From an optimization exercise on the open Yosys and OpenROAD flow, aimed at small area, a short achievable clock period and few clock cycles; shortcuts taken in it are not production practice.
Power is estimated from default activity; no workload was simulated.

== the baseline ==
==> flow/design.v <==
`timescale 1ns / 1ps
module ALU(
    input wire [31:0] a,
    input wire [31:0] b,
    input wire sub,            
    input wire sel_sum,        
    input wire sel_sll,
    input wire sel_srl,        
    input wire sra,
    input wire sel_xor,
    input wire sel_or,
    input wire sel_and,
    input wire sel_slt,
    input wire sel_sltu,
    input wire sel_link,
    input wire [31:0] link,
    output wire [31:0] sum,
    output wire lt,
    output wire ltu,
    output wire eq,
    output wire [31:0] out
    );
    wire [31:0] bx = sub ? ~b : b;
    wire [32:0] s = {1'b0, a} + {1'b0, bx} + {32'b0, sub};
    assign sum = s[31:0];
    assign ltu = ~s[32];
    assign lt = (a[31] ^ b[31]) ? a[31] : s[31];
    assign eq = (a == b);
    wire [4:0] sh = b[4:0];
    wire [31:0] sll = a << sh;
    wire [31:0] srl = $signed({sra & a[31], a}) >>> sh;
    assign out = ({32{sel_sum}} & sum)
               | ({32{sel_sll}} & sll)
               | ({32{sel_srl}} & srl)
               | ({32{sel_xor}} & (a ^ b))
               | ({32{sel_or}}  & (a | b))
               | ({32{sel_and}} & (a & b))
               | {31'b0, (sel_slt & lt) | (sel_sltu & ltu)}
               | ({32{sel_link}} & link);
endmodule
`timescale 1ns / 1ps
module RegisterFile(
    input wire clk,
    input wire rst,
    input wire we,
    input wire [4:0] wa,
    input wire [31:0] wd,
    input wire [4:0] ra1,
    input wire [4:0] ra2,
    output wire [31:0] rd1,
    output wire [31:0] rd2
    );
    reg [31:0] rf [1:31];
    reg [31:1] vld;
    always @(posedge clk)
        if (we && wa != 5'd0) rf[wa] <= wd;
    always @(posedge clk or posedge rst)
        if (rst) vld <= 31'b0;
        else if (we && wa != 5'd0) vld[wa] <= 1'b1;
    wire [31:0] v = {vld, 1'b0};
    assign rd1 = (ra1 != 5'd0 && v[ra1]) ? rf[ra1] : 32'b0;
    assign rd2 = (ra2 != 5'd0 && v[ra2]) ? rf[ra2] : 32'b0;
endmodule
`timescale 1ns / 1ps
module RV32Core(
    input wire CPU_CLK,
    input wire CPU_RST,
    output wire [31:0] IMemAddr,
    input wire [31:0] IMemData,
    output wire [31:0] DMemAddr,
    output wire [3:0] DMemWE,
    output wire [31:0] DMemWD,
    input wire [31:0] DMemRD
    );
    wire clk = CPU_CLK;
    wire rst = CPU_RST;
    reg  [12:0] pcF;
    reg         validD;
    reg  [12:0] pcD;
    reg         predFD;      
    reg         lbValid;
    reg  [12:0] lbPC, lbTgt;
    reg         validE;
    reg  [4:0]  rdE;
    reg         wrE, ldE, stE, brE, jalrE, predE;
    reg  [2:0]  f3E;
    reg  [12:0] altE;
    reg  [31:0] immE, regAE, regBE;
    reg         aR_E, aM_E, aW_E, aAlt_E;
    reg         bR_E, bM_E, bW_E, bImm_E;
    reg         subE, sSum_E, sSll_E, sSrl_E, sraE, sXor_E, sOr_E, sAnd_E, sSlt_E, sSltu_E, sLink_E;
    reg  [31:0] resM, stdM;
    reg  [3:0]  weM;
    reg  [4:0]  rdM;
    reg         wrM, ldM;
    reg  [2:0]  f3M;
    reg  [31:0] resW;
    reg  [4:0]  rdW;
    reg         wrW, ldW;
    reg  [2:0]  f3W;
    reg  [1:0]  a10W;
    assign IMemAddr = {17'b0, pcF, 2'b00};
    wire [31:0] ins = IMemData;
    wire [4:0] op  = ins[6:2];
    wire [2:0] f3  = ins[14:12];
    wire [4:0] rdD  = ins[11:7];
    wire [4:0] rs1D = ins[19:15];
    wire [4:0] rs2D = ins[24:20];
    wire isLUI   = (op == 5'b01101);
    wire isAUIPC = (op == 5'b00101);
    wire isJAL   = (op == 5'b11011);
    wire isJALR  = (op == 5'b11001);
    wire isBR    = (op == 5'b11000);
    wire isLD    = (op == 5'b00000);
    wire isST    = (op == 5'b01000);
    wire isOPI   = (op == 5'b00100);
    wire isOP    = (op == 5'b01100);
    wire use1 = isJALR | isBR | isLD | isST | isOPI | isOP;
    wire use2 = isBR | isST | isOP;
    wire wrD  = (isLUI | isAUIPC | isJAL | isJALR | isLD | isOPI | isOP) & (rdD != 5'd0);
    wire hazE = validE & ldE & ((use1 & (rs1D == rdE)) | (use2 & (rs2D == rdE)));
    wire hazM = ldM & ((use1 & (rs1D == rdM)) | (use2 & (rs2D == rdM)));
    wire stallD = validD & (hazE | hazM);
    wire [31:0] immI = {{20{ins[31]}}, ins[31:20]};
    wire [31:0] immS = {{20{ins[31]}}, ins[31:25], ins[11:7]};
    wire [31:0] immU = {ins[31:12], 12'b0};
    wire [12:0] immBw = {ins[31], ins[31], ins[31], ins[7], ins[30:25], ins[11:9]};
    wire [12:0] immJw = {ins[14:12], ins[20], ins[30:22]};
    wire [12:0] brT  = pcD + immBw;
    wire [12:0] jalT = pcD + immJw;
    wire predD  = isBR & ins[31];                
    wire idRedir = validD & ~stallD & (isJAL | (predD & ~predFD));
    wire hitF = lbValid & (pcF == lbPC);
    wire [12:0] idTarget = isJAL ? jalT : brT;
    wire [31:0] rf1, rf2, wbData;
    RegisterFile RegisterFile1(
        .clk(clk), .rst(rst),
        .we(wrW), .wa(rdW), .wd(wbData),
        .ra1(rs1D), .ra2(rs2D),
        .rd1(rf1), .rd2(rf2));
    wire bypA = wrW & (rdW == rs1D);
    wire bypB = wrW & (rdW == rs2D);
    wire [31:0] regAD = bypA ? wbData : rf1;
    wire [31:0] regBD = bypB ? wbData : rf2;
    wire fA_M = use1 & wrE & validE & (rdE == rs1D);
    wire fA_W = use1 & wrM & (rdM == rs1D) & ~fA_M;
    wire fB_M = use2 & wrE & validE & (rdE == rs2D);
    wire fB_W = use2 & wrM & (rdM == rs2D) & ~fB_M;
    wire useImm = ~(isOP | isBR);
    wire [31:0] immD = isST ? immS : ((isLUI | isAUIPC) ? immU : immI);
    wire [12:0] altD = isAUIPC ? pcD : ((isBR & ~predD) ? brT : (predFD ? pcD + 13'd1 : pcF));
    wire opx = isOP | isOPI;
    wire [31:0] altX = {17'b0, altE, 2'b00};
    wire [31:0] fwdA = ({32{aR_E}} & regAE) | ({32{aM_E}} & resM) | ({32{aW_E}} & resW) | ({32{aAlt_E}} & altX);
    wire [31:0] fwdB = ({32{bR_E}} & regBE) | ({32{bM_E}} & resM) | ({32{bW_E}} & resW);
    wire [31:0] op2  = bImm_E ? immE : fwdB;
    wire [31:0] sum, aluOut;
    wire lt, ltu, eq;
    ALU ALU1(
        .a(fwdA), .b(op2), .sub(subE),
        .sel_sum(sSum_E), .sel_sll(sSll_E), .sel_srl(sSrl_E), .sra(sraE),
        .sel_xor(sXor_E), .sel_or(sOr_E), .sel_and(sAnd_E),
        .sel_slt(sSlt_E), .sel_sltu(sSltu_E), .sel_link(sLink_E), .link(altX),
        .sum(sum), .lt(lt), .ltu(ltu), .eq(eq), .out(aluOut));
    wire cond = (f3E[2] ? (f3E[1] ? ltu : lt) : eq) ^ f3E[0];
    wire exRedir = validE & ((brE & (cond ^ predE)) | jalrE);
    wire [12:0] exTarget = jalrE ? sum[14:2] : altE;
    wire [31:0] stData = fwdB << {sum[1:0], 3'b000};
    wire [3:0] stMask = (f3E[1:0] == 2'b00) ? 4'b0001 : ((f3E[1:0] == 2'b01) ? 4'b0011 : 4'b1111);
    assign DMemAddr = resM;
    assign DMemWE   = weM;
    assign DMemWD   = stdM;
    wire [31:0] ldS = DMemRD >> {a10W, 3'b000};
    wire [31:0] ldV = f3W[1] ? DMemRD :
                      (f3W[0] ? {{16{~f3W[2] & ldS[15]}}, ldS[15:0]}
                              : {{24{~f3W[2] & ldS[7]}}, ldS[7:0]});
    assign wbData = ldW ? ldV : resW;
    always @(posedge clk or posedge rst)
        if (rst) begin
            pcF    <= 13'd0;
            validD <= 1'b0;
            validE <= 1'b0;
            lbValid <= 1'b0;
        end else begin
            pcF    <= exRedir ? exTarget : (stallD ? pcD : (idRedir ? idTarget : (hitF ? lbTgt : pcF + 13'd1)));
            if (idRedir & predD & ~exRedir) lbValid <= 1'b1;
            validD <= ~exRedir & ~idRedir & ~stallD;
            validE <= validD & ~stallD & ~exRedir;
        end
    always @(posedge clk) begin
        pcD <= pcF;
        predFD <= hitF;
        if (idRedir & predD & ~exRedir) begin
            lbPC  <= pcD;
            lbTgt <= brT;
        end
        rdE   <= rdD;
        wrE   <= wrD;
        ldE   <= isLD;
        stE   <= isST;
        brE   <= isBR;
        jalrE <= isJALR;
        predE <= predD;
        f3E   <= f3;
        altE  <= altD;
        immE  <= immD;
        regAE <= regAD;
        regBE <= regBD;
        aM_E  <= fA_M;
        aW_E  <= fA_W;
        aR_E  <= ~fA_M & ~fA_W & ~isLUI & ~isAUIPC;
        aAlt_E <= isAUIPC;
        bM_E  <= fB_M;
        bW_E  <= fB_W;
        bR_E  <= ~fB_M & ~fB_W;
        bImm_E <= useImm;
        subE    <= isBR | (isOP & (f3 == 3'b000) & ins[30]) | (opx & (f3[2:1] == 2'b01));
        sSum_E  <= (opx & (f3 == 3'b000)) | isLD | isST | isLUI | isAUIPC;
        sSll_E  <= opx & (f3 == 3'b001);
        sSrl_E  <= opx & (f3 == 3'b101);
        sraE    <= ins[30];
        sXor_E  <= opx & (f3 == 3'b100);
        sOr_E   <= opx & (f3 == 3'b110);
        sAnd_E  <= opx & (f3 == 3'b111);
        sSlt_E  <= opx & (f3 == 3'b010);
        sSltu_E <= opx & (f3 == 3'b011);
        sLink_E <= isJAL | isJALR;
        resM <= aluOut;
        stdM <= stData;
        weM  <= (validE & stE) ? (stMask << sum[1:0]) : 4'b0000;
        rdM  <= rdE;
        wrM  <= validE & wrE;
        ldM  <= validE & ldE;
        f3M  <= f3E;
        resW <= resM;
        rdW  <= rdM;
        wrW  <= wrM;
        ldW  <= ldM;
        f3W  <= f3M;
        a10W <= resM[1:0];
    end
endmodule
clock: 17.0 ns
lec_check: 0
cap_margin: 40
core_margin: 2
core_utilization: 30
setup_slack_margin: 0.4
slew_margin: 40
standard.sh (not shown) runs the stock make flow with config.mk's settings and CLKGATE_MAP_FILE= SYNTH_SCRIPT=/design/flow/synth_recipe.tcl, a recipe that flattens the netlist after the stock synthesis.
==> flow/flow/run.sh <==
#!/bin/bash
set -euo pipefail
bash standard.sh SETUP_SLACK_MARGIN=12 finish > standard_flow.log 2>&1
Looking at the reports, the baseline completed the entire flow and the layout it produced met the timing, DRC and antenna checks.
Inputs modified between the baseline and the candidate:
-- flow/design.v --
<<< the baseline, line 58
        if (rst) vld <= 31'b0;
        else if (we && wa != 5'd0) vld[wa] <= 1'b1;
    wire [31:0] v = {vld, 1'b0};
    assign rd1 = (ra1 != 5'd0 && v[ra1]) ? rf[ra1] : 32'b0;
    assign rd2 = (ra2 != 5'd0 && v[ra2]) ? rf[ra2] : 32'b0;
endmodule
`timescale 1ns / 1ps
>>> the candidate, line 58
        if (rst) vld <= 31'b0;
        else if (we && wa != 5'd0) vld[wa] <= 1'b1;
    reg [31:0] r1, r2;
    integer k;
    always @(*) begin
        r1 = 32'b0;
        r2 = 32'b0;
        for (k = 1; k < 32; k = k + 1) begin
            r1 = r1 | ({32{(ra1 == k) & vld[k]}} & rf[k]);
            r2 = r2 | ({32{(ra2 == k) & vld[k]}} & rf[k]);
        end
    end
    assign rd1 = r1;
    assign rd2 = r2;
endmodule
`timescale 1ns / 1ps
Findings:
Comparing the candidate and the baseline, the lower clock distribution area overhead in the final layout is on the baseline. From the baseline to the candidate the numbers moved as follows: multi-input gate share of the layout cell area now sits lower; count of plain and timing-repair buffers increased 124. Higher part of the total power dissipated in combinational logic was reported by the baseline, not the candidate. Share of synthesized cell area in and, or, nand and nor gates: the candidate and the baseline compared, lower one is the baseline. The capture point of the worst path comes out regAE[30] in one run and RegisterFile1.rf[17][25] in the other, namely in the candidate and the baseline respectively. Lower transition time of the tightest slew-check pin was reported by the baseline, not the candidate. Comparing the candidate and the baseline, the higher number of clock buffer instances in the layout is on the baseline. On clock power, the candidate and the baseline are basically level. ~same effective utilization at floorplan in the candidate and the baseline. Higher maximum cell stage delay along the critical path goes to the candidate over the baseline. Compared with the baseline, the candidate instantiates a larger number of cells. Status: maximum clock insertion buffer count parity (the candidate, the baseline). Wire: the candidate routes more than the baseline.
No run of this note included a check of the RTL's function; only the layout flow was run.

## static timing again, ports no longer ideal
No port has a modelled driver above. Below, the same layouts with a new extraction and two added sets of constraints.
Step 1 sets driving cells, clkbuf_16 on the clock port and buf_2 on the other inputs (assumed; they add their load-dependent delay and slew).
Step 2 times the ports against the registers' clock, not the clock port: input delays grow and output delays shrink by t, the midpoint of the rising clock arrivals with the driver on.
a / b / c = ideal ports / drivers / drivers and shift; a / b = the first two.
run | t, ns | setup WS [ns] | hold slack, ns | clock arrival spread, ns | worst slew at a driven data input, ns
the baseline | 0.887 | 11.948 / 11.829 / 10.942 | 0.313 / 0.313 / 0.313 | 0.034 / 0.034 | 0.24
the candidate | 0.900 | 11.763 / 11.792 / 10.892 | 0.328 / 0.328 / 0.328 | 0.067 / 0.068 | 0.12
After both steps every run listed still meets setup and hold. For the baseline, which loses most, drivers alone change the setup slack by -0.119 ns; drivers and shift together by -1.006 ns.
